What follows belongs to an exercise in optimizing a design on an open flow for small area; a production flow would make more cautious choices.
The RTL was checked by simulation tests, not by an equivalence proof against the original design.
The clock input has no modelled driver; a real chip could not lean on it and would need a root buffer or a full tree.
Power figures rest on the tool's default switching activity, not on a simulated workload.

## the previous run
==> flow/design.v <==
`timescale 1ns/100ps
module wall_clock #(
    parameter CLK_RATE_HZ = 32_768,
    parameter HOURS_STYLE_AMERICAN = 0
    )(
    output wire[7:0] display_led_segments,
    output wire[5:0] display_led_enable_mask,
    input wire adjustment_next,
    input wire adjustment_increment,
    input wire clk,
    input wire reset
);
    reg[1:0] lo;
    reg[9:0] hp;
    reg[2:0] c1;
    reg clk1;
    reg hd_d;                        
    wire lo_full = &lo;
    wire half_done = lo_full && hp[9] && hp[8] && hp[5] && hp[4] && hp[1];
    wire clk5 = c1[0] ^ clk1;
    wire c1_last = c1[2];            
    wire tick5 = half_done && !clk5;
    wire tick1 = half_done && c1_last && !clk1;
    wire e5 = hd_d && clk5;
    wire e1 = hd_d && clk1 && c1 == 3'd0;
    always @(posedge clk) begin
        hd_d <= half_done;
        if (reset) begin
            lo <= 2'd0;
            hp <= 10'd0;
            c1 <= 3'd0;
            clk1 <= 1'b0;
        end else begin
            lo <= lo + 2'd1;
            if (half_done) begin
                hp <= 10'd0;
                c1 <= c1_last ? 3'd0 : c1 + 3'd1;
                clk1 <= clk1 ^ c1_last;
            end else begin
                hp <= hp + {9'd0, lo_full};
            end
        end
    end
    reg[3:0] wd;
    wire bark = wd == 4'd14;
    always @(posedge clk) begin
        if (reset) begin
            wd <= 4'd5;
        end else if (tick1) begin
            if (adjustment_next || adjustment_increment)
                wd <= 4'd5;
            else if (wd != 4'd15)
                wd <= wd + 4'd1;
        end
    end
    wire mc_reset = reset || bark;
    reg[2:0] ms;
    reg prev_next;
    wire adjuster_load = !ms[1] && ms[0];
    wire timer_load = ms[2] && !ms[1];
    wire[2:0] mode = {!ms[2] && ms[1], ms[2] && ms[0], ms[2] && !ms[0]};
    wire select = ms[2] || ms[1];
    wire rise = !prev_next && adjustment_next && !adjuster_load && !timer_load;
    wire e5_al = e5 && adjuster_load;
    wire e1_tl = e1 && timer_load;
    always @(posedge clk) begin
        if (mc_reset) begin
            ms <= 3'b000;
            prev_next <= 1'b0;
        end else begin
            prev_next <= adjustment_next;
            if (rise || e5_al || e1_tl)
                ms <= {ms[1], ms[0], !ms[2]};
        end
    end
    reg[1:0] mode_latch;
    reg[2:0] ttc;
    wire[1:0] field = {ms[2], ms[1] && ms[0]};
    wire do_inc = adjustment_increment && (ttc == 3'd5 || ttc == 3'd0) && tick5;
    wire[2:0] inc_f = {!mode_latch[1] && mode_latch[0],
                       mode_latch[1] && mode_latch[0],
                       mode_latch[1] && !mode_latch[0]} & {3{do_inc}};
    always @(posedge clk) begin
        if (reset) begin
            mode_latch <= 2'b00;
        end else if (tick5) begin
            mode_latch <= field;
        end
        if (tick5) begin
            if (!adjustment_increment)
                ttc <= 3'd5;
            else if (mode_latch != field)
                ttc <= 3'd6;
            else if (ttc != 3'd0)
                ttc <= ttc - 3'd1;
        end
    end
    reg[3:0] tm_su, tm_mu, tm_hu;
    reg[2:0] tm_st, tm_mt;
    reg[1:0] tm_ht;
    reg[3:0] ad_su, ad_mu, ad_hu;
    reg[2:0] ad_st, ad_mt;
    reg[1:0] ad_ht;
    function u9;                     
        input[3:0] u;
        u9 = u[3] && u[0];
    endfunction
    function t5;                     
        input[2:0] t;
        t5 = t[2] && !t[1];
    endfunction
    function h23;                    
        input[1:0] t;
        input[3:0] u;
        h23 = t[1] && u[1] && u[0];
    endfunction
    function[2:0] jinc;
        input[2:0] t;
        jinc = {t[1], t[0], !t[2]};
    endfunction
    wire tm_s59 = u9(tm_su) && t5(tm_st);
    wire tm_m59 = u9(tm_mu) && t5(tm_mt);
    always @(posedge clk) begin
        if (reset) begin
            {tm_ht, tm_hu, tm_mt, tm_mu, tm_st, tm_su} <= 20'd0;
        end else if (tick1) begin
            if (timer_load) begin
                {tm_ht, tm_hu, tm_mt, tm_mu, tm_st, tm_su} <=
                    {ad_ht, ad_hu, ad_mt, ad_mu, ad_st, ad_su};
            end else begin
                if (u9(tm_su)) begin
                    tm_su <= 4'd0;
                    tm_st <= t5(tm_st) ? 3'd0 : jinc(tm_st);
                end else begin
                    tm_su <= tm_su + 4'd1;
                end
                if (tm_s59) begin
                    if (u9(tm_mu)) begin
                        tm_mu <= 4'd0;
                        tm_mt <= t5(tm_mt) ? 3'd0 : jinc(tm_mt);
                    end else begin
                        tm_mu <= tm_mu + 4'd1;
                    end
                end
                if (tm_s59 && tm_m59) begin
                    if (h23(tm_ht, tm_hu)) begin
                        tm_hu <= 4'd0;
                        tm_ht <= 2'd0;
                    end else if (u9(tm_hu)) begin
                        tm_hu <= 4'd0;
                        tm_ht <= {tm_ht[0], !tm_ht[1] && !tm_ht[0]};
                    end else begin
                        tm_hu <= tm_hu + 4'd1;
                    end
                end
            end
        end
    end
    always @(posedge clk) begin
        if (reset) begin
            {ad_ht, ad_hu, ad_mt, ad_mu, ad_st, ad_su} <= 20'd0;
        end else if (tick5 && adjuster_load) begin
            {ad_ht, ad_hu, ad_mt, ad_mu, ad_st, ad_su} <=
                {tm_ht, tm_hu, tm_mt, tm_mu, tm_st, tm_su};
        end else begin
            if (inc_f[0]) begin
                if (u9(ad_su)) begin
                    ad_su <= 4'd0;
                    ad_st <= t5(ad_st) ? 3'd0 : jinc(ad_st);
                end else begin
                    ad_su <= ad_su + 4'd1;
                end
            end
            if (inc_f[1]) begin
                if (u9(ad_mu)) begin
                    ad_mu <= 4'd0;
                    ad_mt <= t5(ad_mt) ? 3'd0 : jinc(ad_mt);
                end else begin
                    ad_mu <= ad_mu + 4'd1;
                end
            end
            if (inc_f[2]) begin
                if (h23(ad_ht, ad_hu)) begin
                    ad_hu <= 4'd0;
                    ad_ht <= 2'd0;
                end else if (u9(ad_hu)) begin
                    ad_hu <= 4'd0;
                    ad_ht <= {ad_ht[0], !ad_ht[1] && !ad_ht[0]};
                end else begin
                    ad_hu <= ad_hu + 4'd1;
                end
            end
        end
    end
    reg[6:0] dq;
    reg[3:0] dig;
    reg dp;
    wire refresh = lo_full && &dq[3:0];
    wire[2:0] slot = dq[6:4];
    always @(posedge clk) begin
        if (reset) begin
            dq <= 7'd120;
        end else if (refresh && dq[6] && !dq[5] && dq[4]) begin
            dq <= 7'd0;              
        end else begin
            dq <= dq + {6'd0, lo_full};
        end
    end
    wire[5:0] act = {slot == 3'd5, slot == 3'd4, slot == 3'd3,
                     slot == 3'd2, slot == 3'd1, slot == 3'd0};
    wire to0 = act[5] || slot == 3'd7;
    wire[2:0] nt = {3{act[0]}} & (select ? ad_st : tm_st)
                 | {3{act[2]}} & (select ? ad_mt : tm_mt);
    wire[2:0] nt_bcd = {nt[2] && !nt[0], nt[1] && nt[0], nt[2] ^ nt[1] ^ nt[0]};
    wire[3:0] next_dig =
          {4{to0}}    & (select ? ad_su : tm_su)
        | {4{act[1]}} & (select ? ad_mu : tm_mu)
        | {4{act[3]}} & (select ? ad_hu : tm_hu)
        | {4{act[4]}} & {2'b00, select ? ad_ht : tm_ht}
        | {1'b0, nt_bcd};
    always @(posedge clk) begin
        if (reset) begin
            dig <= 4'd15;
            dp <= 1'b0;
        end else if (refresh) begin
            dig <= next_dig;
            dp <= clk1 && (act[1] || act[3]);
        end
    end
    wire x3 = dig[3], x2 = dig[2], x1 = dig[1], x0 = dig[0];
    wire[6:0] seg = {
        !x2&!x0 | x2&!x1&x0 | x3&!x2 | !x3&x1,
        !x1&!x0 | !x3&x1&x0 | !x2,
        x2&!x0 | !x3&x0 | !x1,
        !x2&x1 | x3&!x2 | !x2&!x0 | x1&!x0 | x2&!x1&x0,
        !x2&!x0 | x1&!x0,
        !x1&!x0 | x2&!x0 | x3&!x2 | x2&!x1,
        x2&!x0 | !x2&x1 | x3&!x2 | x2&!x1
    };
    assign display_led_segments = {seg, dp};
    wire[5:0] blink = {{2{!mode[2] || clk1}}, {2{!mode[1] || clk1}},
                       {2{!mode[0] || clk1}}};
    assign display_led_enable_mask = act & blink;
endmodule
clock: 10.0 ns
lec_check: 0
cap_margin: 20
core_margin: 2
core_utilization: 40
slew_margin: 20
standard.sh (not shown) runs the stock make flow with config.mk's settings and CLKGATE_MAP_FILE= SYNTH_SCRIPT=/design/flow/synth_recipe.tcl, a recipe that flattens the netlist after the stock synthesis.
==> flow/flow/run.sh <==
#!/bin/bash
# The standard layout (standard.sh), except for how synthesis maps the
# logic: ABC runs an area-oriented script (deepsyn, then area mapping) in
# place of ORFS's speed script, adders are left to ABC, and the synthesis is
# run with twelve deepsyn seeds, keeping the smallest netlist. Registers come
# from the standard synthesis passes unchanged. Port buffers use the smallest
# buffer and the clock tree is built by flow/manual_cts.tcl.
set -euo pipefail
W=$(pwd)
SEEDS="1 2 3 4 5 6 7 8 9 10 11 12"
rm -rf "$W/scripts_base"
cp -r "$FLOW_HOME/scripts" "$W/scripts_base"
sed -i 's/\[env_var_exists_and_non_empty ADDER_MAP_FILE\] &&/0 \&\&/' "$W/scripts_base/synth.tcl"
grep -q '^  0 &&$' "$W/scripts_base/synth.tcl"
# Clock tree: the hand-built tree of flow/manual_cts.tcl in place of TritonCTS.
cp "$W/flow/manual_cts.tcl" "$W/scripts_base/manual_cts.tcl"
sed -i 's|^log_cmd clock_tree_synthesis {\*}$cts_args$|source $::env(SCRIPTS_DIR)/manual_cts.tcl|' "$W/scripts_base/cts.tcl"
grep -q '^source $::env(SCRIPTS_DIR)/manual_cts.tcl$' "$W/scripts_base/cts.tcl"
export BUFFER_PORTS_ARGS="-buffer_cell sky130_fd_sc_hd__buf_1"

for s in $SEEDS; do
  rm -rf "$W/scripts_$s" "$W/try_$s"
  cp -r "$W/scripts_base" "$W/scripts_$s"
  sed "s/@SEED@/$s/" "$W/flow/abc.script" > "$W/scripts_$s/abc_speed.script"
  cp "$W/scripts_$s/abc_speed.script" "$W/scripts_$s/abc_area.script"
  sed "s|$W/orfs|$W/try_$s|g" "$W/standard.sh" > "$W/standard_$s.sh"
  (SCRIPTS_DIR="$W/scripts_$s" bash "$W/standard_$s.sh" synth > "$W/synth_$s.log" 2>&1 || true) &
  if (( s % 4 == 0 )); then wait; fi
done
wait

best=""; best_area=""
for s in $SEEDS; do
  f="$W/try_$s/reports/sky130hd/wall_clock/base/synth_stat.txt"
  [[ -f "$f" && -f "$W/try_$s/results/sky130hd/wall_clock/base/1_synth.odb" ]] || continue
  a=$(awk '/Chip area for module/ {print $NF}' "$f" | tail -1)
  echo "seed $s: synthesis area $a" | tee -a "$W/seeds.log"
  if [[ -z "$best" ]] || awk -v a="$a" -v b="$best_area" 'BEGIN {exit !(a < b)}'; then
    best=$s; best_area=$a
  fi
done
[[ -n "$best" ]]
echo "using seed $best" | tee -a "$W/seeds.log"
rm -rf "$W/orfs"
mv "$W/try_$best" "$W/orfs"
export SCRIPTS_DIR="$W/scripts_$best"
bash standard.sh finish > "$W/layout.log" 2>&1
test -f "$W/out/final.def"
==> flow/flow/abc.script <==
strash
&get -n
&deepsyn -T 150 -S @SEED@
&put
dch -f
amap
topo
Other scripts of this flow, unchanged in this note and not shown: flow/flow/manual_cts.tcl
Modified inputs, the current run compared to the previous run
--- a/flow/flow/run.sh
+++ b/flow/flow/run.sh
@@ -5 +5 @@
-# run with twelve deepsyn seeds, keeping the smallest netlist. Registers come
+# run with eight deepsyn seeds, keeping the smallest netlist. Registers come
@@ -10 +10 @@
-SEEDS="1 2 3 4 5 6 7 8 9 10 11 12"
+SEEDS="1 2 3 4 5 6 7 8"
==> flow/flow/abc.script <==
strash
&get -n
&deepsyn -T 120 -S @SEED@
&put
dch -f
amap
topo
Findings:
As of the current run, ratio of total power to cell area had fallen slightly compared to the previous run. Diff the previous run -> the current run | layout filler cell count | decrease of about 4.6%. Looking at the previous run and the current run, the utilization is a wash. Actual slew at the worst max-slew pin, the previous run and the current run: lower on the previous run. When the current run is measured against the previous run, its max-slew headroom at the worst pin turns out 16 points lower. Per the comparison of the current run with the previous run, data arrival time at the worst-slack endpoint climbed 570 ps; worst setup slack dropped 560 ps; number of vias per cell after detailed routing dropped 2.2%; portion of total power attributed to combinational logic barely changed.
In every run of this note, the design's own scripts or RTL, not TritonCTS, make the clock network.

afterwards: timing with drivers on the ports:
How much do the figures lean on ideal ports? The routed layouts below were timed once more, with nothing changed but the port constraints.
Step 1, drivers: a clkbuf_16 drives clk and a buf_2 each remaining input, both assumed.
Step 2 also shifts input and output timing later by t, the mid clock arrival at the registers, as if the neighbouring blocks saw the same clock.
Three values: ideal ports, drivers, drivers and shift; two values: the first two.
run	t, ns	slack for setup (ns)	hold WS [ns]	worst data-port slew with drivers (ns)
the previous run	0.395	5.498 / 5.500 / 5.105	0.437 / 0.437 / 0.437	0.03
the current run	0.401	4.936 / 4.941 / 4.540	0.439 / 0.439 / 0.439	0.03
After both steps setup and hold are still met in every run listed. For the current run, which loses most, drivers alone change the setup slack by +0.005 ns; drivers and shift together by -0.396 ns.
